Source: an optimization exercise on an open RTL-to-GDS flow (aim: small area, a short achievable clock period and few clock cycles per item). Production flows keep margins and buffers that such runs may drop.
Function was checked by simulation only, so behaviour that the tests miss may differ from the original.

--- design.v ---
module swap_endian #(
  parameter UNIT_WIDTH = 8,
  parameter UNIT_COUNT = 4
  ) (
    input wire [(UNIT_WIDTH*UNIT_COUNT)-1:0] src,
    output reg [(UNIT_WIDTH*UNIT_COUNT)-1:0] dst
  );
 integer i;
  always @* begin
    for (i = 0; i < UNIT_COUNT; i = i + 1) begin
      dst[(i * UNIT_WIDTH) +: UNIT_WIDTH] = src[((UNIT_COUNT - i) * UNIT_WIDTH - 1) -: UNIT_WIDTH];
    end
  end
endmodule
module sha256_k (
  input  wire [5:0]  idx,
  output reg  [31:0] k
  );
  always @* begin
    case (idx)
      6'd0: k = 32'h428a2f98;
      6'd1: k = 32'h71374491;
      6'd2: k = 32'hb5c0fbcf;
      6'd3: k = 32'he9b5dba5;
      6'd4: k = 32'h3956c25b;
      6'd5: k = 32'h59f111f1;
      6'd6: k = 32'h923f82a4;
      6'd7: k = 32'hab1c5ed5;
      6'd8: k = 32'hd807aa98;
      6'd9: k = 32'h12835b01;
      6'd10: k = 32'h243185be;
      6'd11: k = 32'h550c7dc3;
      6'd12: k = 32'h72be5d74;
      6'd13: k = 32'h80deb1fe;
      6'd14: k = 32'h9bdc06a7;
      6'd15: k = 32'hc19bf174;
      6'd16: k = 32'he49b69c1;
      6'd17: k = 32'hefbe4786;
      6'd18: k = 32'h0fc19dc6;
      6'd19: k = 32'h240ca1cc;
      6'd20: k = 32'h2de92c6f;
      6'd21: k = 32'h4a7484aa;
      6'd22: k = 32'h5cb0a9dc;
      6'd23: k = 32'h76f988da;
      6'd24: k = 32'h983e5152;
      6'd25: k = 32'ha831c66d;
      6'd26: k = 32'hb00327c8;
      6'd27: k = 32'hbf597fc7;
      6'd28: k = 32'hc6e00bf3;
      6'd29: k = 32'hd5a79147;
      6'd30: k = 32'h06ca6351;
      6'd31: k = 32'h14292967;
      6'd32: k = 32'h27b70a85;
      6'd33: k = 32'h2e1b2138;
      6'd34: k = 32'h4d2c6dfc;
      6'd35: k = 32'h53380d13;
      6'd36: k = 32'h650a7354;
      6'd37: k = 32'h766a0abb;
      6'd38: k = 32'h81c2c92e;
      6'd39: k = 32'h92722c85;
      6'd40: k = 32'ha2bfe8a1;
      6'd41: k = 32'ha81a664b;
      6'd42: k = 32'hc24b8b70;
      6'd43: k = 32'hc76c51a3;
      6'd44: k = 32'hd192e819;
      6'd45: k = 32'hd6990624;
      6'd46: k = 32'hf40e3585;
      6'd47: k = 32'h106aa070;
      6'd48: k = 32'h19a4c116;
      6'd49: k = 32'h1e376c08;
      6'd50: k = 32'h2748774c;
      6'd51: k = 32'h34b0bcb5;
      6'd52: k = 32'h391c0cb3;
      6'd53: k = 32'h4ed8aa4a;
      6'd54: k = 32'h5b9cca4f;
      6'd55: k = 32'h682e6ff3;
      6'd56: k = 32'h748f82ee;
      6'd57: k = 32'h78a5636f;
      6'd58: k = 32'h84c87814;
      6'd59: k = 32'h8cc70208;
      6'd60: k = 32'h90befffa;
      6'd61: k = 32'ha4506ceb;
      6'd62: k = 32'hbef9a3f7;
      default: k = 32'hc67178f2;
    endcase
  end
endmodule
module csa32 (
  input  wire [31:0] x,
  input  wire [31:0] y,
  input  wire [31:0] z,
  output wire [31:0] s,
  output wire [31:0] c
  );
  wire [31:0] m = (x & y) | (x & z) | (y & z);
  assign s = x ^ y ^ z;
  assign c = {m[30:0], 1'b0};
endmodule
module add32 (
  input  wire [31:0] x,
  input  wire [31:0] y,
  output reg  [31:0] s
  );
  reg [31:0] p, G, P;
  integer i, d;
  always @* begin
    p = x ^ y;
    G = x & y;
    P = p;
    for (d = 1; d < 32; d = d * 2)
      for (i = 2 * d - 1; i < 32; i = i + 2 * d) begin
        G[i] = G[i] | (P[i] & G[i - d]);
        P[i] = P[i] & P[i - d];
      end
    for (d = 8; d >= 1; d = d / 2)
      for (i = 3 * d - 1; i < 32; i = i + 2 * d) begin
        G[i] = G[i] | (P[i] & G[i - d]);
        P[i] = P[i] & P[i - d];
      end
    s[0] = p[0];
    for (i = 1; i < 32; i = i + 1)
      s[i] = p[i] ^ G[i - 1];
  end
endmodule
module bitcoin_miner (
  input wire clk,
  input wire rst,
  input wire start,
  input wire [255:0] first_block_hash,
  input wire [127:0] second_block,
  input wire [255:0] target,
  input wire [31:0]  max_nonce,
  output reg running,
  output reg found,
  output reg [31:0] nonce
  );
  localparam [255:0] IV = {
    32'h6a09e667, 32'hbb67ae85, 32'h3c6ef372, 32'ha54ff53a,
    32'h510e527f, 32'h9b05688c, 32'h1f83d9ab, 32'h5be0cd19};
  localparam [1:0] PH_IDLE = 2'd0;
  localparam [1:0] PH_RF   = 2'd1;
  localparam [1:0] PH_H1   = 2'd2;
  localparam [1:0] PH_H2   = 2'd3;
  reg [1:0] phase;
  reg [6:0] rnd;
  reg [31:0] kreg;
  reg hi_eq, hi_lt, lo_eq, lo_lt, reject;
  reg [3:0] sel_m, sel_v, sel_t;
  reg [31:0] a, b, c, d, e, f, g, h;
  reg [511:0] w;
  function [31:0] bswap;
    input [31:0] x;
    bswap = {x[7:0], x[15:8], x[23:16], x[31:24]};
  endfunction
  function [31:0] word;
    input [255:0] v;
    input integer i;
    word = v[255 - 32 * i -: 32];
  endfunction
  wire [31:0] sig1 = {e[5:0], e[31:6]} ^ {e[10:0], e[31:11]} ^ {e[24:0], e[31:25]};
  wire [31:0] sig0 = {a[1:0], a[31:2]} ^ {a[12:0], a[31:13]} ^ {a[21:0], a[31:22]};
  wire [31:0] ch   = (e & f) ^ (~e & g);
  wire [31:0] maj  = (a & b) | (a & c) | (b & c);
  wire [31:0] w0   = w[32*0 +: 32];
  wire [31:0] s_hkw, c_hkw, s_t, c_t, s_a1, c_a1, s_a2, c_a2, s_e1, c_e1, s_e2, c_e2;
  csa32 u_hkw (.x(h), .y(kreg), .z(w0), .s(s_hkw), .c(c_hkw));
  csa32 u_t   (.x(sig1), .y(sig0), .z(maj), .s(s_t), .c(c_t));
  csa32 u_a1  (.x(s_hkw), .y(c_hkw), .z(ch), .s(s_a1), .c(c_a1));
  csa32 u_a2  (.x(s_t), .y(c_t), .z(s_a1), .s(s_a2), .c(c_a2));
  wire [31:0] s_a3, c_a3;
  csa32 u_a3  (.x(s_a2), .y(c_a2), .z(c_a1), .s(s_a3), .c(c_a3));
  wire [31:0] a_new;
  assign a_new = s_a3 + c_a3;
  csa32 u_e1  (.x(d), .y(sig1), .z(ch), .s(s_e1), .c(c_e1));
  csa32 u_e2  (.x(s_hkw), .y(c_hkw), .z(s_e1), .s(s_e2), .c(c_e2));
  wire [31:0] s_e3, c_e3;
  csa32 u_e3  (.x(s_e2), .y(c_e2), .z(c_e1), .s(s_e3), .c(c_e3));
  wire [31:0] e_new;
  assign e_new = s_e3 + c_e3;
  wire [31:0] w1  = w[32*1  +: 32];
  wire [31:0] w9  = w[32*9  +: 32];
  wire [31:0] w14 = w[32*14 +: 32];
  wire [31:0] ss0 = {w1[6:0], w1[31:7]} ^ {w1[17:0], w1[31:18]} ^ {3'b000, w1[31:3]};
  wire [31:0] ss1 = {w14[16:0], w14[31:17]} ^ {w14[18:0], w14[31:19]} ^ {10'b0, w14[31:10]};
  wire [31:0] s_x1, c_x1, s_x2, c_x2, w_next;
  csa32 u_x1 (.x(w0), .y(w9), .z(ss1), .s(s_x1), .c(c_x1));
  csa32 u_x2 (.x(s_x1), .y(c_x1), .z(ss0), .s(s_x2), .c(c_x2));
  assign w_next = s_x2 + c_x2;
  reg [31:0] op_a, op_e, t_hi, t_lo;
  integer k;
  always @* begin
    op_a = 32'h0; op_e = 32'h0; t_hi = 32'h0; t_lo = 32'h0;
    for (k = 0; k < 4; k = k + 1) begin
      op_a = op_a | ({32{sel_m[k]}} & word(first_block_hash, 3 - k))
                  | ({32{sel_v[k]}} & word(IV, 3 - k));
      op_e = op_e | ({32{sel_m[k]}} & word(first_block_hash, 7 - k))
                  | ({32{sel_v[k]}} & word(IV, 7 - k));
      t_hi = t_hi | ({32{sel_t[k]}} & word(target, k));
      t_lo = t_lo | ({32{sel_t[k]}} & word(target, 4 + k));
    end
  end
  wire [31:0] ff_a, ff_e;
  assign ff_a = op_a + a;
  assign ff_e = op_e + e;
  wire [31:0] v_hi = bswap(ff_e);
  wire [31:0] v_lo = bswap(ff_a);
  wire hi_w_lt = v_hi < t_hi;
  wire hi_w_eq = v_hi == t_hi;
  wire lo_w_lt = v_lo < t_lo;
  wire lo_w_eq = v_lo == t_lo;
  wire first_w = sel_t[0];
  wire hi_lt_n = first_w ? hi_w_lt : (hi_lt | (hi_eq & hi_w_lt));
  wire hi_eq_n = first_w ? hi_w_eq : (hi_eq & hi_w_eq);
  wire lo_lt_n = first_w ? lo_w_lt : (lo_lt | (lo_eq & lo_w_lt));
  wire lo_eq_n = first_w ? lo_w_eq : (lo_eq & lo_w_eq);
  always @(posedge clk) begin
    hi_lt <= hi_lt_n; hi_eq <= hi_eq_n;
    lo_lt <= lo_lt_n; lo_eq <= lo_eq_n;
    if (first_w) reject <= ~(hi_w_lt | hi_w_eq);
  end
  wire hit = hi_lt | (hi_eq & (lo_lt | lo_eq));
  wire in_h1 = (phase == PH_H1);
  wire in_h2 = (phase == PH_H2);
  wire in_rf = (phase == PH_RF);
  wire r62 = (rnd == 7'd62);
  wire r64 = (rnd == 7'd64);
  wire r65 = (rnd == 7'd65);
  wire last_nonce = (nonce == max_nonce);
  wire [31:0] nonce_inc = nonce + {31'd0, in_h2};
  wire early_end = in_h2 & r62 & reject;            
  wire full_end  = in_h2 & r65;                     
  wire load_h1   = (early_end & ~last_nonce) | (in_rf & r62);
  wire to_rf     = full_end & ~hit & ~last_nonce;
  wire stop      = (early_end & last_nonce) | (full_end & (hit | last_nonce));
  wire load_iv   = in_h1 & r64;
  wire start_ok  = (phase == PH_IDLE) & start;
  wire [6:0] rnd_inc = rnd + 7'd1;
  reg [6:0] rnd_nxt;
  always @* begin
    if (load_h1 | load_iv) rnd_nxt = 7'd0;
    else if (to_rf | start_ok) rnd_nxt = 7'd48;
    else rnd_nxt = rnd_inc;
  end
  wire [31:0] k_inc;
  sha256_k u_k (.idx(rnd_inc[5:0]), .k(k_inc));
  wire [1:0] phase_nxt_h = load_h1 ? PH_H1 : load_iv ? PH_H2 : phase;
  wire ff_nxt = (rnd_nxt >= 7'd61) & (rnd_nxt <= 7'd64);
  always @(posedge clk) begin
    rnd <= rnd_nxt;
    kreg <= (load_h1 | load_iv) ? 32'h428a2f98 : k_inc;
    for (k = 0; k < 4; k = k + 1) begin
      sel_t[k] <= ff_nxt & (rnd_nxt[1:0] == ((k + 1) & 3));
      sel_m[k] <= ff_nxt & (rnd_nxt[1:0] == ((k + 1) & 3)) & (phase_nxt_h == PH_H1);
      sel_v[k] <= ff_nxt & (rnd_nxt[1:0] == ((k + 1) & 3)) & (phase_nxt_h == PH_H2);
    end
  end
  always @(posedge clk) begin
    if (rst) begin
      phase <= PH_IDLE;
      running <= 1'b0;
      found <= 1'b0;
    end else begin
      if (start_ok) begin
        phase <= PH_RF;
        running <= 1'b1;
        found <= 1'b0;
      end
      if (load_h1) phase <= PH_H1;
      if (load_iv) phase <= PH_H2;
      if (to_rf) phase <= PH_RF;
      if (stop) begin
        phase <= PH_IDLE;
        running <= 1'b0;
        found <= full_end & hit;
      end
    end
  end
  always @(posedge clk) begin
    if (start_ok) nonce <= bswap(second_block[31:0]);
    else if ((early_end & ~last_nonce) | to_rf) nonce <= nonce_inc;
  end
  always @(posedge clk) begin
    if (load_h1) begin
      {a, b, c, d, e, f, g, h} <= first_block_hash;
    end else if (load_iv) begin
      {a, b, c, d, e, f, g, h} <= IV;
    end else begin
      a <= a_new; b <= a; c <= b; d <= c;
      e <= e_new; f <= e; g <= f; h <= g;
    end
  end
  reg [31:0] tail;
  always @* begin
    tail = w_next;
    if (in_h1 & (rnd >= 7'd57)) begin
      tail = (rnd == 7'd57) ? 32'h80000000 : r64 ? 32'h00000100 : 32'h0;
    end else if ((in_h2 | in_rf) & (rnd >= 7'd48)) begin
      case (rnd[5:0])
        6'd48:   tail = second_block[95:64];
        6'd49:   tail = second_block[63:32];
        6'd50:   tail = bswap(nonce_inc);
        6'd51:   tail = 32'h80000000;
        6'd62:   tail = 32'h00000280;
        default: tail = 32'h0;
      endcase
    end
  end
  wire h1_ff = in_h1 & (rnd >= 7'd61);
  reg [511:0] w_nxt;
  always @* begin
    w_nxt = {tail, w[511:32]};
    if (h1_ff) begin
      if (sel_t[0]) begin w_nxt[32*6 +: 32] = ff_a; w_nxt[32*10 +: 32] = ff_e; end
      if (sel_t[1]) begin w_nxt[32*4 +: 32] = ff_a; w_nxt[32*8  +: 32] = ff_e; end
      if (sel_t[2]) begin w_nxt[32*2 +: 32] = ff_a; w_nxt[32*6  +: 32] = ff_e; end
      if (sel_t[3]) begin w_nxt[32*0 +: 32] = ff_a; w_nxt[32*4  +: 32] = ff_e; end
    end
    if (load_h1) w_nxt[32*0 +: 32] = second_block[127:96];
  end
  always @(posedge clk) w <= w_nxt;
endmodule
--- flow/run.sh ---
#!/bin/bash
# The standard layout, with the port buffers made of the smallest
# buffer cell instead of the flow's default delay buffer.
set -euo pipefail
bash standard.sh "BUFFER_PORTS_ARGS=-buffer_cell sky130_fd_sc_hd__buf_1" finish > standard.log 2>&1
--- standard.sh ---
#!/bin/bash
# synth_recipe.tcl (not shown) runs the flow's synth.tcl, then flattens the netlist and writes it again
# the make line also repeats each setting of config.mk as NAME=value (left out here)
make -C /OpenROAD-flow-scripts/flow DESIGN_CONFIG=/design/flow/config.mk WORK_HOME=/design/flow/orfs CLKGATE_MAP_FILE= SYNTH_SCRIPT=/design/flow/synth_recipe.tcl "${@:-finish}"
--- config.mk ---
export PLATFORM = sky130hd
export DESIGN_NAME = bitcoin_miner
export DESIGN_NICKNAME = bitcoin_miner
export VERILOG_FILES = /design/flow/design.v
export SDC_FILE = /design/flow/constraint.sdc
export NUM_CORES = 8
export LEC_CHECK = 0
export ABC_AREA = 1
export CAP_MARGIN = 20
export CORE_MARGIN = 2
export CORE_UTILIZATION = 40
export SETUP_SLACK_MARGIN = 3.0
export SLEW_MARGIN = 20
export SYNTH_HIERARCHICAL = 1
--- constraint.sdc ---
create_clock -name core_clock -period 8.5 [get_ports {clk}]
set_input_delay 1.7000 -clock core_clock [delete_from_list [all_inputs] [get_ports {clk}]]
set_output_delay 1.7000 -clock core_clock [all_outputs]
set_load 0.01 [all_outputs]
==> results of run 1 <==
## logic make-up after synthesis
| logic type | Yosys count | share of synthesized area |
|---|---|---|
| other cells | 10 | 0.000712 |
| fa+ha+maj | 593 | 0.184 |
| xor+xnor | 370 | 0.0614 |
| compound gates | 1331 | 0.153 |
| buf+inv | 876 | 0.0671 |
| mux | 8 | 0.00152 |
| simple gates | 2537 | 0.200 |
| flops | 860 | 0.333 |
## metal layers
metal  share of wire  global-route usage  vias to the layer above
met5         0.00027                   0                        -
met2            0.42               0.581                     3204
met4           0.066               0.221                       12
met3            0.11              0.0853                      565
li1                -                   -                    23100
met1            0.41               0.521                    25100
## registers in the layout (all words and copies together) (netlist names), 2 cells and up
| signal | flops |
|---|---|
| a | 32 |
| kreg | 32 |
| rnd | 7 |
| w | 512 |
| e | 32 |
| sel_v | 4 |
| b | 32 |
| phase | 2 |
| h | 32 |
| f | 32 |
| g | 32 |
| d | 32 |
| sel_m | 4 |
| nonce | 32 |
| sel_t | 4 |
| c | 32 |
## per-stage QoR
stage          hold slack, ps  instances
3_5_place_dp              312       8870
4_1_cts                   292       9052
5_1_grt                   301       9057
6_report                  289       9062
2_1_floorplan             310       6585
3_3_place_gp              310       8870
## cell type report
cell class,instances,share of cell area
flip-flops and latches,860,0.289
multi-input cells,4849,0.525
clock inverters,55,0.0120
clock buffers,127,0.0448
diodes,8,0.000330
well taps,1755,0.0362
inverters,627,0.0390
repair buffers,781,0.0532
## cell usage after synthesis (6+ instances only)
library cell / instances / area (um^2)
a211oi_1: 9 / 67.6
a21boi_0: 9 / 67.6
a21o_1: 29 / 218
a21oi_1: 480 / 2400
a221oi_1: 92 / 806
a22o_1: 85 / 744
a22oi_1: 24 / 180
a31oi_1: 25 / 156
buf_1: 21 / 78.8
buf_2: 65 / 325
buf_4: 30 / 225
buf_6: 7 / 78.8
clkbuf_1: 126 / 473
conb_1: 10 / 37.5
dfxtp_1: 827 / 16600
edfxtp_1: 33 / 991
fa_1: 315 / 6310
ha_1: 247 / 3090
inv_1: 609 / 2290
inv_2: 13 / 48.8
maj3_1: 31 / 310
mux2i_1: 8 / 80.1
nand2_1: 1510 / 5670
nand2_2: 13 / 81.3
nand3_1: 372 / 1860
nand3b_1: 8 / 60.1
nand4_1: 54 / 338
nor2_1: 448 / 1680
nor2_2: 8 / 50.1
nor3_1: 47 / 235
nor4_1: 25 / 156
o2111ai_1: 6 / 52.6
o211ai_1: 25 / 188
o21a_1: 12 / 90.1
o21ai_0: 372 / 1860
o21ai_1: 14 / 70.1
o21bai_1: 14 / 105
o221ai_1: 22 / 193
o22a_1: 43 / 377
o22ai_1: 53 / 332
or2_2: 33 / 206
xnor2_1: 228 / 2000
xor2_1: 142 / 1240
## timing repair
action | in CTS | in global routing
resized for setup | 9 | 25
endpoints found under the setup margin | 10 | 15
buffers inserted | 0 | 2
hold buffers | 0 | 0
cloned | 0 | 0
## modules after synthesis (local to each module, per instance)
module         area, um^2  flops+latches  cells  copies in the design
bitcoin_miner       43100            860   5529                     1
sha256_k             2950              0    636                     1
csa32                 667              0     42                    10
## critical path, delay by kind of cell (launching register included)
family | cells | cell delay [ps]
fa+ha+maj | 4 | 2000
simple gates | 5 | 890
flops | 1 | 680
compound gates | 3 | 780
buf+inv | 2 | 280
xor+xnor | 2 | 770
## how the worst min path moves through the flow
stage | cells past startpoint | to | start
after global routing | 0 | w[397] | w[429]
final | 0 | w[397] | w[429]
after global placement | 0 | w[415] | w[447]
after detailed placement | 0 | w[50] | w[82]
after CTS | 0 | w[397] | w[429]
after floorplan | 0 | w[100] | w[132]
==> insert_results.sql, run 1 <==
INSERT INTO impl_metrics (metric_group, metric, value, unit) VALUES
('setup_path', 'cp_slowest_stage_delay', '680', 'ps'),
('finish', 'leading_cell_type_in_the_layout_fill_and_taps_excluded', 'nand2_1', ''),
('clock_network', 'numClockSinks', '860', ''),
('outcome', 'run_status', 'finished clean', ''),
('clock_network', 'clkSlewWorstSetupHoldPaths', '60', 'ps'),
('synth', 'synth_nets', '7822', ''),
('synth', 'synth-async-reset-ratio', '0', ''),
('timing', 'achievable-frequency', '180', 'MHz'),
('finish', 'nets', '8453', ''),
('floorplan', 'die_area', '135000', 'um^2'),
('floorplan', 'starting_density_of_the_core', '0.402', ''),
('placed_design', 'finalWeightedCongestion', '1.06', ''),
('synth', 'syn_avg_cell_area', '8.01', 'um^2'),
('synth', 'synth_edf_count', '33', ''),
('clock_network', 'cts.htree.levels', '3', ''),
('timing', 'final_period_minus_worst_setup_slack', '5550', 'ps'),
('timing', 'timing.final.hold_violations', '0', ''),
('setup_path', 'worst_ep_required', '9070', 'ps'),
('finish', 'multi_input_area', '31900', 'um^2'),
('finish', 'final_util', '0.463', ''),
('synth', 'synth.cell_area', '52700', 'um^2'),
('setup_path', 'critPathLaunchType', 'flip-flop', ''),
('timing', 'timing.final.ws_setup', '2950', 'ps'),
('setup_path', 'path_cells', 'inv_1 -> xor2_1 -> fa_1 -> fa_1 -> fa_1 -> ha_1 -> nand2_1 -> inv_1 -> a21oi_1 -> o21ai_0 -> nand3_1 -> nand2_1 -> nand3_1 -> nand2_1 -> xor2_1 -> o21ai_0', ''),
('synth', 'synth_seq_area_share', '0.333', ''),
('synth', 'synth_cell_type_count', '66', ''),
('clock_network', 'cts_buffer_depth', '3', ''),
('clock_network', 'clock_insertion_delay_worst_skew', '760', 'ps'),
('finish', 'synthToLayoutAreaGrowth', '15.2', '%'),
('finish', 'most-common-layout-cells', '1510 x nand2_1, 816 x dfxtp_1, 708 x buf_1, 605 x inv_1, 478 x a21oi_1', ''),
('clock_network', 'tritoncts.num_buffers', '97', ''),
('timing', 'skew_final', '68.1', 'ps'),
('finish', 'seq_area', '17600', 'um^2'),
('setup_path', 'critPathMaxFanout', '6', ''),
('global_route', 'grt_util_all_layers', '0.390', ''),
('setup_path', 'critical_path.endpoint_type', 'flip-flop', ''),
('routing', 'routed-via-count', '52000', ''),
('clock_network', 'ctsRootBufferMaster', 'clkbuf_16', ''),
('global_route', 'grt_pass1_wl', '375000', 'um'),
('routing', 'first_iter_violations', '6258', ''),
('floorplan', 'die_boundary_height', '367', 'um'),
('placed_design', 'sum_of_net_half_perimeters_after_detailed_placement', '221000', 'um'),
('setup_path', 'arrival_time_at_the_worst_endpoint', '6120', 'ps'),
('placed_design', 'cell_area_after_placement', '57100', 'um^2'),
('timing', 'setup_viol', '0', ''),
('routing', 'drt-pass1-iter-count', '6', ''),
('floorplan', 'die_w', '367', 'um'),
('setup_path', 'reg2reg_slack', '2950', 'ps'),
('setup_path', 'terminus_of_the_critical_flop_to_flop_path', 'a[31]', ''),
('timing', 'layout_worst_path_cycle_share', '0.653', ''),
('synth', 'synthesis.yosys.warnings', '8', ''),
('timing', 'fin_tns_setup', '0', 'ps'),
('finish', 'proportion_of_layout_cells_with_a_drive_suffix_above_1', '0.0515', ''),
('floorplan', 'row_count', '133', ''),
('routing', 'routed_wirelength', '270000', 'um'),
('routing', 'drc', '0', ''),
('synth', 'postSynthCellCount', '6585', ''),
('routing', 'routed_via_density', '5.74', ''),
('timing', 'finalMaxSlewViolations', '0', ''),
('flow_run', 'drv_cap', '0', ''),
('global_route', 'overflow', '0', ''),
('finish', 'final_design_area_no_fill', '60700', 'um^2'),
('setup_path', 'worstSetupEndpoint', 'a[31]', ''),
('global_route', 'grt_start_max_net_pins', '124', ''),
('timing', 'worstMarginPinSlew', '1240', 'ps'),
('setup_path', 'r2r_cells', '16', ''),
('worst_hold_path', 'min_path_type', 'reg2reg', '');
Testbench counts, summed over its fixed seeds: cycles 242,107, nonces 1,887.
==> inputs of run 2 (changes only) <==
--- a/config.mk
+++ b/config.mk
@@ -10,4 +10,5 @@
 export CORE_MARGIN = 2
 export CORE_UTILIZATION = 40
+export CTS_BUF_LIST = sky130_fd_sc_hd__clkbuf_4 sky130_fd_sc_hd__clkbuf_8
 export SETUP_SLACK_MARGIN = 3.0
 export SLEW_MARGIN = 20
==> run 2 against run 1 <==
Net effect: sequential share of layout area about the same; via count up 0.94%; critical endpoint is now lo_lt; global-route usage increased by 0.17 points; synthesized cell count unchanged; area after synthesis is the same; clock skew shrank 11 ps; fmax grew 0.67%; highest routed layer unchanged; still clean on timing, DRC and antenna; first-iteration DRC count is 0.27% lower; final cell count grew 1.0%.
==> insert_results.sql, run 2 <==
INSERT INTO impl_metrics (metric_group, metric, value, unit) VALUES
('routing', 'antenna_left', '0', ''),
('synth', 'synth_top_area_cell', 'dfxtp_1', ''),
('floorplan', 'die_boundary_height', '367', 'um'),
('synth', 'syn_avg_cell_area', '8.01', 'um^2'),
('setup_path', 'arrival_time_at_the_worst_endpoint', '6330', 'ps'),
('synth', 'combinational_family_with_the_most_area_after_synthesis', 'simple AND/OR/NAND/NOR gates', ''),
('worst_hold_path', 'hold_path_end', 'w[414]', ''),
('synth', 'synth_nets', '7822', ''),
('synth', 'synth_flop_cell', 'dfxtp_1', ''),
('floorplan', 'die_area', '135000', 'um^2'),
('setup_path', 'timing.setup.critical_path_class', 'reg2reg', ''),
('finish', 'proportion_of_layout_cells_with_a_drive_suffix_above_1', '0.0661', ''),
('routing', 'detailed_route_wire_length_per_cell', '29.6', 'um'),
('synth', 'area_fraction_in_compound_gates_after_synthesis', '0.153', ''),
('timing', 'layout_worst_path_cycle_share', '0.649', ''),
('routing', 'drt-pass1-iter-count', '10', ''),
('synth', 'synth_seq_area_share', '0.333', ''),
('setup_path', 'worstReg2RegStart', 'sel_v[3]', ''),
('placed_design', 'finalWeightedCongestion', '1.06', ''),
('synth', 'yosys.area_share.xor_xnor', '0.0614', ''),
('global_route', 'grt_pass1_vias', '50200', ''),
('synth', 'yosysMostFrequentCell', 'nand2_1', ''),
('synth', 'synth_top_area_frac', '0.314', ''),
('synth', 'synth.cell_area', '52700', 'um^2'),
('setup_path', 'critPathLaunchType', 'flip-flop', ''),
('floorplan', 'row_count', '133', ''),
('finish', 'final_design_area_no_fill', '60800', 'um^2'),
('synth', 'synth_fa_ha_area_frac', '0.184', ''),
('placed_design', 'port_buffers', '708', ''),
('synth', 'synthesis.yosys.warnings', '8', ''),
('clock_network', 'clock_insertion_delay_worst_skew', '910', 'ps'),
('finish', 'final_util', '0.464', ''),
('setup_path', 'reg2reg_slack', '2990', 'ps'),
('clock_network', 'cts_buffer_depth', '3', ''),
('routing', 'routed_wirelength', '271000', 'um'),
('timing', 'finalMaxSlewViolations', '0', ''),
('global_route', 'grt_pass1_wl', '376000', 'um'),
('finish', 'most-common-layout-cells', '1510 x nand2_1, 816 x dfxtp_1, 708 x buf_1, 605 x inv_1, 478 x a21oi_1', ''),
('setup_path', 'cp_common_cell', 'nand2_1', ''),
('synth', 'synth_mux_area_frac', '0.00152', ''),
('global_route', 'overflow', '0', ''),
('timing', 'skew_final', '57.5', 'ps'),
('synth', 'synth-async-reset-ratio', '0', ''),
('setup_path', 'worst_ep_required', '9320', 'ps'),
('floorplan', 'num_io_pins', '709', ''),
('outcome', 'run_status', 'finished clean', ''),
('floorplan', 'starting_density_of_the_core', '0.402', ''),
('setup_path', 'slowest_cp_cell', 'xor2_1', ''),
('routing', 'drc', '0', ''),
('clock_network', 'cts_tree', 'done', ''),
('setup_path', 'path_cells', 'nor2_2 -> inv_1 -> nor2_1 -> buf_4 -> inv_1 -> a21oi_1 -> nand4_1 -> ha_1 -> nand2_1 -> inv_1 -> a21oi_1 -> nand2_1 -> a31o_2 -> xor2_1 -> ha_1 -> nand2_1 -> nor2_1 -> a211oi_1 -> o21ai_0 -> nand2_1 -> a21oi_1 -> a211oi_1 -> nand2_1 -> nand2_1', ''),
('setup_path', 'critical_path.endpoint_type', 'flip-flop', ''),
('floorplan', 'coreArea', '131000', 'um^2'),
('placed_design', 'cell_area_after_placement', '57100', 'um^2'),
('worst_hold_path', 'min_path_type', 'reg2reg', ''),
('floorplan', 'die_w', '367', 'um'),
('timing', 'fin_tns_setup', '0', 'ps'),
('global_route', 'grt_start_max_net_pins', '124', ''),
('finish', 'largest_register', 'w', ''),
('timing', 'rsz0062_at_grt', 'no', ''),
('timing', 'timing.final.hold_violations', '0', ''),
('timing', 'timing.max_slew.rel_slack', '0.152', ''),
('flow_run', 'drv_cap', '0', ''),
('finish', 'nets', '8509', ''),
('placed_design', 'sum_of_net_half_perimeters_after_detailed_placement', '221000', 'um'),
('synth', 'synth.area.top_cells', 'dfxtp_1 31%, fa_1 12%, nand2_1 11%, ha_1 5.9%, a21oi_1 4.6%', ''),
('clock_network', 'tritoncts.num_buffers', '153', ''),
('synth', 'synth_cell_type_count', '66', ''),
('timing', 'setup_viol', '0', ''),
('synth', 'synth_edf_count', '33', ''),
('setup_path', 'cp_slowest_stage_delay', '710', 'ps'),
('setup_path', 'critPathMaxFanout', '7', ''),
('timing', 'timing.final.ws_setup', '2990', 'ps'),
('timing', 'worstMarginPinSlew', '1260', 'ps'),
('clock_network', 'numClockSinks', '860', ''),
('placed_design', 'dp_slack', '2190', 'ps'),
('clock_network', 'ctsRootBufferMaster', 'clkbuf_8', ''),
('global_route', 'grt_util_all_layers', '0.392', ''),
('timing', 'achievable-frequency', '181', 'MHz'),
('setup_path', 'terminus_of_the_critical_flop_to_flop_path', 'lo_lt', ''),
('worst_hold_path', 'worst_hold_path.num_cells', '0', ''),
('routing', 'first_iter_violations', '6241', ''),
('synth', 'synth_common_cells', '1510 x nand2_1, 827 x dfxtp_1, 609 x inv_1', ''),
('clock_network', 'hold_bufs_inserted_after_cts', '0', ''),
('clock_network', 'clkSlewWorstSetupHoldPaths', '70', 'ps'),
('timing', 'final_period_minus_worst_setup_slack', '5510', 'ps'),
('routing', 'routed-via-count', '52500', ''),
('setup_path', 'r2r_cells', '24', ''),
('clock_network', 'cts.htree.levels', '4', ''),
('global_route', 'antenna_violations_before_repair', '21', ''),
('worst_hold_path', 'holdCritStartpoint', 'w[446]', ''),
('finish', 'synthToLayoutAreaGrowth', '15.3', '%'),
('synth', 'synthesized_area_fraction_occupied_by_and_or_nand_nor_cells', '0.200', ''),
('finish', 'largest_register_ff_count', '512', ''),
('finish', 'leading_cell_type_in_the_layout_fill_and_taps_excluded', 'nand2_1', ''),
('finish', 'fillerInstances', '13400', ''),
('synth', 'synth.ff_latch_count', '860', ''),
('routing', 'routed_via_density', '5.73', ''),
('synth', 'postSynthCellCount', '6585', '');
## run 2: cell type report
| type | instances | area, um^2 | area share |
|---|---|---|---|
| antenna | 9 | 22.5 | 0.000370 |
| multi-input combinational | 4849 | 31900 | 0.525 |
| clock buffer | 225 | 2880 | 0.0473 |
| clock inverter | 51 | 619 | 0.0102 |
| inverter | 627 | 2370 | 0.0390 |
| timing repair buffer | 781 | 3230 | 0.0532 |
| tap | 1755 | 2200 | 0.0361 |
| sequential | 860 | 17600 | 0.289 |
## run 2: worst max-delay path by stage
stage / startpoint / to / slack [ps]
final: sel_v[3] / lo_lt / 2990
after global routing: e[27] / e[30] / 3000
after CTS: sel_m[3] / reject / 2980
after detailed placement: first_block_hash[99] / reject / 2190
after global placement: first_block_hash[99] / reject / 2280
after floorplan: first_block_hash[110] / reject / 3740
## run 2: metal layers
layer / share of wire / wire length (um) / global-route usage
met1: 0.41 / 110000 / 0.521
met2: 0.43 / 116000 / 0.587
met3: 0.11 / 28500 / 0.0949
met4: 0.061 / 16600 / 0.207
met5: 0.00043 / 117 / 0
## run 2: per-stage QoR
step	hold slack [ps]	cells
floorplan	310	6585
global placement	310	8870
detailed placement	312	8870
CTS	316	9146
global route	323	9154
finish	306	9157
## run 2: what timing repair did
action | in CTS | in global routing
pin swaps | 0 | 0
resized for setup | 12 | 26
cloned | 0 | 0
setup buffers | 0 | 2
setup endpoints to repair | 10 | 21
hold endpoints to repair | 0 | 0
## run 2: worst max-delay path: cells and delay by family (launching register included)
| kind | cells | cell delay [ps] |
|---|---|---|
| DFF | 1 | 490 |
| and+or+nand+nor | 10 | 1620 |
| buffers and inverters | 4 | 650 |
| xor gates and xnor gates | 1 | 710 |
| AOI/OAI and AO/OA | 7 | 1150 |
| adders and majority gates | 2 | 850 |
## run 2: Yosys stat by module, one instance, submodules excluded
module	cells inside	flip-flops and latches	times used	area (um^2)
sha256_k	636	0	1	2950
csa32	42	0	10	667
bitcoin_miner	5529	860	1	43100
## run 2: logic make-up (layout without fill, tap and decap cells)
kind of cell	after synthesis	count (layout)
adders and majority gates	593	593
muxes	8	8
xor gates and xnor gates	370	370
DFF	860	860
buffers and inverters	876	1684
AOI/OAI and AO/OA	1331	1331
and+or+nand+nor	2537	2537
other	10	19
==> inputs of run 3 (changes only) <==
--- a/config.mk
+++ b/config.mk
@@ -10,6 +10,5 @@
 export CORE_MARGIN = 2
 export CORE_UTILIZATION = 40
-export CTS_BUF_LIST = sky130_fd_sc_hd__clkbuf_4 sky130_fd_sc_hd__clkbuf_8
-export SETUP_SLACK_MARGIN = 3.0
+export SETUP_SLACK_MARGIN = 5.0
 export SLEW_MARGIN = 20
 export SYNTH_HIERARCHICAL = 1
==> run 3 against run 2 <==
Net effect: first-iteration DRC count is 1.6% higher; final cell count is 4.3% higher; largest cell class unchanged; worst hold slack worse by 1.6 ps; wire length is 7.6% higher; highest routed layer unchanged; via count is 6.1% higher; still clean; sequential cell count stayed put.
==> insert_results.sql, run 3 <==
INSERT INTO impl_metrics (metric_group, metric, value, unit) VALUES
('synth', 'synth_top_area_frac', '0.314', ''),
('clock_network', 'clkSlewWorstSetupHoldPaths', '60', 'ps'),
('synth', 'synth_flop_cell', 'dfxtp_1', ''),
('setup_path', 'arrival_time_at_the_worst_endpoint', '5140', 'ps'),
('global_route', 'grt_start_max_net_pins', '73', ''),
('synth', 'synthesis.yosys.warnings', '8', ''),
('timing', 'finalMaxSlewViolations', '0', ''),
('routing', 'drt-pass1-iter-count', '6', ''),
('clock_network', 'cts_buffer_depth', '3', ''),
('floorplan', 'num_io_pins', '709', ''),
('synth', 'synth_common_cells', '1510 x nand2_1, 827 x dfxtp_1, 609 x inv_1', ''),
('synth', 'yosysMostFrequentCell', 'nand2_1', ''),
('synth', 'synth_edf_count', '33', ''),
('clock_network', 'numClockSinks', '860', ''),
('synth', 'synth_seq_area_share', '0.333', ''),
('timing', 'worstMarginPinSlew', '1300', 'ps'),
('routing', 'first_iter_violations', '6338', ''),
('floorplan', 'coreArea', '131000', 'um^2'),
('synth', 'synth.area.top_cells', 'dfxtp_1 31%, fa_1 12%, nand2_1 11%, ha_1 5.9%, a21oi_1 4.6%', ''),
('floorplan', 'row_count', '133', ''),
('finish', 'proportion_of_layout_cells_with_a_drive_suffix_above_1', '0.289', ''),
('flow_run', 'drv_cap', '0', ''),
('synth', 'synth_top_area_cell', 'dfxtp_1', ''),
('setup_path', 'critical_path.endpoint_type', 'flip-flop', ''),
('global_route', 'grt_util_all_layers', '0.417', ''),
('setup_path', 'timing.setup.critical_path_class', 'reg2reg', ''),
('worst_hold_path', 'min_path_type', 'reg2reg', ''),
('global_route', 'grt_pass1_wl', '400000', 'um'),
('synth', 'synth.ff_latch_count', '860', ''),
('setup_path', 'cp_slowest_stage_delay', '820', 'ps'),
('finish', 'nets', '8944', ''),
('global_route', 'grt_pass1_vias', '53400', ''),
('setup_path', 'critPathLaunchType', 'flip-flop', ''),
('timing', 'achievable-frequency', '222', 'MHz'),
('timing', 'skew_final', '69.5', 'ps'),
('timing', 'rsz0062_at_grt', 'yes', ''),
('outcome', 'run_status', 'finished clean', ''),
('timing', 'fin_tns_setup', '0', 'ps'),
('placed_design', 'finalWeightedCongestion', '1.04', ''),
('routing', 'routed_via_density', '5.83', ''),
('synth', 'synth_nets', '7822', ''),
('synth', 'postSynthCellCount', '6585', ''),
('clock_network', 'ctsRootBufferMaster', 'clkbuf_16', ''),
('floorplan', 'die_area', '135000', 'um^2'),
('timing', 'timing.final.ws_setup', '3990', 'ps'),
('routing', 'routed-via-count', '55700', ''),
('synth', 'synth_cell_type_count', '66', ''),
('global_route', 'overflow', '0', ''),
('setup_path', 'cp_common_cell', 'nand2_1', ''),
('synth', 'syn_avg_cell_area', '8.01', 'um^2'),
('setup_path', 'path_cells', 'buf_12 -> inv_8 -> o211ai_1 -> ha_4 -> nand2_4 -> nor2_4 -> buf_4 -> buf_4 -> nand2_1 -> o2111ai_2 -> xor2_2 -> ha_1 -> inv_2 -> nor2_1 -> nor2_1 -> o21a_1 -> o21ai_2 -> nand2_1 -> nand2_1 -> nand2_1 -> o2111ai_2 -> nand2_1 -> o211ai_1 -> nand2_1', ''),
('clock_network', 'cts.htree.levels', '3', ''),
('setup_path', 'worst_ep_required', '9130', 'ps'),
('placed_design', 'sum_of_net_half_perimeters_after_detailed_placement', '223000', 'um'),
('timing', 'final_period_minus_worst_setup_slack', '4510', 'ps'),
('timing', 'timing.final.hold_violations', '0', ''),
('finish', 'largest_register_ff_count', '512', ''),
('synth', 'synth-async-reset-ratio', '0', ''),
('clock_network', 'hold_bufs_inserted_after_cts', '0', ''),
('routing', 'detailed_route_wire_length_per_cell', '30.5', 'um'),
('placed_design', 'port_buffers', '708', ''),
('clock_network', 'tritoncts.num_buffers', '97', ''),
('floorplan', 'starting_density_of_the_core', '0.402', ''),
('finish', 'fillerInstances', '11700', ''),
('timing', 'layout_worst_path_cycle_share', '0.530', ''),
('finish', 'largest_register', 'w', ''),
('placed_design', 'dp_slack', '2330', 'ps'),
('timing', 'setup_viol', '0', ''),
('routing', 'drc', '0', ''),
('clock_network', 'cts_tree', 'done', ''),
('floorplan', 'die_w', '367', 'um'),
('clock_network', 'clock_insertion_delay_worst_skew', '770', 'ps'),
('timing', 'timing.max_slew.rel_slack', '0.132', ''),
('setup_path', 'critPathMaxFanout', '25', ''),
('global_route', 'antenna_violations_before_repair', '18', ''),
('routing', 'antenna_left', '0', ''),
('finish', 'synthToLayoutAreaGrowth', '42.4', '%'),
('setup_path', 'cp.buffers_inverters', '5', ''),
('floorplan', 'die_boundary_height', '367', 'um'),
('setup_path', 'timing.critical_path.max_delay_family', 'compound AO/OA/AOI/OAI gates', ''),
('finish', 'leading_cell_type_in_the_layout_fill_and_taps_excluded', 'nand2_1', ''),
('routing', 'routed_wirelength', '292000', 'um'),
('synth', 'synth.cell_area', '52700', 'um^2'),
('setup_path', 'slowest_cp_cell', 'o211ai_1', ''),
('finish', 'most-common-layout-cells', '1289 x nand2_1, 694 x buf_1, 682 x dfxtp_1, 521 x inv_1, 372 x buf_4', '');
[run 3: final cells by class]
class,count,area (um^2),area share
Clock buffer,130,2790,0.0371
Timing Repair inverter,1,8.76,0.000117
Antenna cell,4,10.0,0.000133
Timing Repair Buffer,1266,8050,0.107
Tap cell,1755,2200,0.0292
Inverter,627,2530,0.0338
Clock inverter,52,788,0.0105
Sequential cell,860,18000,0.239
Multi-Input combinational cell,4854,40800,0.543
[run 3: routing by layer]
layer,global-route usage,vias up,wire (um)
li1,-,24100,-
met1,0.543,27300,114000
met2,0.623,3547,123000
met3,0.103,745,31800
met4,0.253,20,22100
met5,0,-,161
[run 3: kinds of logic (layout without fill, tap and decap cells)]
group	Yosys count	after routing	share of synthesized area
xor+xnor	370	370	0.0614
fa+ha+maj	593	593	0.184
mux	8	8	0.00152
flops	860	860	0.333
other cells	10	14	0.000712
simple gates	2537	2542	0.200
buf+inv	876	2076	0.0671
compound gates	1331	1331	0.153
[run 3: repair_timing]
action	4_1_cts	5_1_grt
pin swaps	407	437
cloned	8	0
resized for setup	1337	669
buffers inserted	342	147
endpoints found under the setup margin	530	264
[run 3: worst paths after layout]
check / startpoint / to / slack, ps / cells after the start
worst max-delay path: sel_m[0] / hi_lt / 3990 / 24
worst min-delay path: w[215] / w[183] / 300 / 0
worst max register to register: sel_m[0] / hi_lt / 3990 / 24
worst min register to register: w[215] / w[183] / 300 / 0
[run 3: metrics by stage]
step	cells	util	hold WS (ps)	instance area, um^2
global route	9545	0.573	320	75100
floorplan	6585	-	310	54300
CTS	9398	0.541	322	70900
global placement	8865	0.446	309	58500
detailed placement	8866	0.447	312	58600
finish	9549	0.573	304	75100
[run 3: modules after synthesis, one instance, submodules excluded]
module         cells inside  area [um^2]  flops+latches  times used
bitcoin_miner          5529        43100            860           1
sha256_k                636         2950              0           1
csa32                    42          667              0          10
==> inputs of run 4 (changes only) <==
--- a/config.mk
+++ b/config.mk
@@ -10,5 +10,5 @@
 export CORE_MARGIN = 2
 export CORE_UTILIZATION = 40
-export SETUP_SLACK_MARGIN = 5.0
+export SETUP_SLACK_MARGIN = 4.0
 export SLEW_MARGIN = 20
 export SYNTH_HIERARCHICAL = 1
==> run 4 against run 3 <==
Net effect: critical path type is now in2reg; via count down 5.3%; critical path depth up 2; synthesized cell count unchanged; sequential cell count unchanged; highest routed layer unchanged; sequential share of layout area up 3.2 points; register-to-register slack worse by 60 ps; worst hold slack worse by 8.1 ps; still clean; design area down 13%.
==> insert_results.sql, run 4 <==
INSERT INTO impl_metrics (metric_group, metric, value, unit) VALUES
('finish', 'leading_cell_type_in_the_layout_fill_and_taps_excluded', 'nand2_1', ''),
('floorplan', 'row_count', '133', ''),
('timing', 'layout_worst_path_cycle_share', '0.541', ''),
('timing', 'worstMarginPinSlew', '1230', 'ps'),
('global_route', 'grt_util_all_layers', '0.391', ''),
('global_route', 'grt_pass1_wl', '375000', 'um'),
('finish', 'final_design_area_no_fill', '65400', 'um^2'),
('synth', 'synth_cell_type_count', '66', ''),
('synth', 'synth_common_cells', '1510 x nand2_1, 827 x dfxtp_1, 609 x inv_1', ''),
('clock_network', 'clock_insertion_delay_worst_skew', '780', 'ps'),
('synth', 'synth_top_area_frac', '0.314', ''),
('timing', 'achievable-frequency', '218', 'MHz'),
('outcome', 'run_status', 'finished clean', ''),
('synth', 'synth.area.top_cells', 'dfxtp_1 31%, fa_1 12%, nand2_1 11%, ha_1 5.9%, a21oi_1 4.6%', ''),
('routing', 'first_iter_violations', '6588', ''),
('synth', 'synth_seq_area_share', '0.333', ''),
('finish', 'proportion_of_layout_cells_with_a_drive_suffix_above_1', '0.141', ''),
('floorplan', 'coreArea', '131000', 'um^2'),
('timing', 'timing.final.hold_violations', '0', ''),
('clock_network', 'cts.htree.levels', '3', ''),
('finish', 'nets', '8591', ''),
('synth', 'synth.cell_area', '52700', 'um^2'),
('setup_path', 'worstReg2RegStart', 'sel_m[2]', ''),
('clock_network', 'cts_tree', 'done', ''),
('flow_run', 'drv_cap', '0', ''),
('clock_network', 'ctsRootBufferMaster', 'clkbuf_16', ''),
('synth', 'synth-async-reset-ratio', '0', ''),
('clock_network', 'numClockSinks', '860', ''),
('synth', 'yosysMostFrequentCell', 'nand2_1', ''),
('routing', 'detailed_route_wire_length_per_cell', '29.6', 'um'),
('synth', 'syn_avg_cell_area', '8.01', 'um^2'),
('global_route', 'antenna_violations_before_repair', '13', ''),
('floorplan', 'starting_density_of_the_core', '0.402', '');
-- run 4: cell families after synthesis --
logic type               Yosys count  synth area share
AND/OR/NAND/NOR                 2537             0.200
AO/OA/AOI/OAI                   1331             0.153
buffers and inverters            876            0.0671
flip-flops                       860             0.333
adder cells (fa/ha/maj)          593             0.184
XOR/XNOR                         370            0.0614
other                             10          0.000712
multiplexers                       8           0.00152
-- run 4: cell type report --
| class | count | area share |
|---|---|---|
| clock buffer | 127 | 0.0415 |
| inverter | 627 | 0.0373 |
| tap | 1755 | 0.0336 |
| antenna | 4 | 0.000153 |
| multi-input combinational | 4849 | 0.535 |
| timing repair buffer | 918 | 0.0677 |
| clock inverter | 57 | 0.0128 |
| sequential | 860 | 0.272 |
-- run 4: layer usage --
layer	vias to the layer above	part of all wire	GRT usage
li1	23400	-	-
met1	25400	0.40	0.527
met2	3280	0.42	0.583
met3	635	0.11	0.0827
met4	10	0.070	0.213
met5	-	0.00022	0
-- run 4: timing repair --
action,in CTS,in global routing
setup endpoints to repair,118,38
gates resized for setup,376,416
endpoints found under the hold margin,0,0
setup buffers,54,78
pin swaps,49,131
-- run 4: final timing paths --
kind,end,slack (ps),cells after the start
min reg2reg,w[404],300,0
min,w[404],300,0
max reg2reg,reject,3930,24
max,reject,3900,26
-- run 4: through the flow --
step                instances   util
floorplan                6585      -
global placement         8875  0.437
detailed placement       8877  0.437
CTS                      9115  0.480
global route             9194  0.499
finish                   9197  0.499
-- run 4: worst max-delay path, stage by stage --
cell	delay, ps
buf_1	70
inv_1	80
o22ai_1	90
a21oi_1	160
o211ai_1	340
ha_4	410
buf_4	130
nand2_2	90
nor2_4	110
inv_1	90
nor2_2	120
inv_1	80
o2111ai_4	220
xor2_2	220
ha_1	280
inv_2	80
nor2_2	40
nor2_1	120
o21a_1	150
o21ai_1	50
nand2_1	80
nand2_2	70
nand2_2	70
o2111ai_2	110
nand2_2	110
a21boi_2	50
-- run 4: Yosys stat by module (local to each module, per instance) --
| module | area (um^2) | flops+latches | times used |
|---|---|---|---|
| bitcoin_miner | 43100 | 860 | 1 |
| sha256_k | 2950 | 0 | 1 |
| csa32 | 667 | 0 | 10 |

==> port drivers added, routing unchanged <==
No port has a modelled driver above. Below, the same layouts with a new extraction and two added sets of constraints.
Step 1: set_driving_cell puts a clkbuf_16 on clk and a buf_2 on each other input, an assumption about the parent block.
Step 2 moves the port delays by t, midway between the first and last clock arrival at a register: inputs arrive t later, outputs are due t later. That takes back most of the time a late clock gives input paths.
a / b / c = ideal / step 1 / step 2; a / b = the first two.
| run | t, ns | slack for setup (ns) | pins driven straight from the clock port |
|---|---|---|---|
| run 1 | 0.808 | 2.950 / 2.950 / 2.422 | 1 |
| run 2 | 0.966 | 2.988 / 2.988 / 2.431 | 1 |
| run 3 | 0.816 | 3.992 / 3.992 / 3.271 | 1 |
| run 4 | 0.838 | 3.904 / 3.932 / 3.119 | 1 |
After both steps setup and hold are still met in every run listed. For run 4, which loses most, drivers alone change the setup slack by +0.028 ns; drivers and shift together by -0.785 ns.
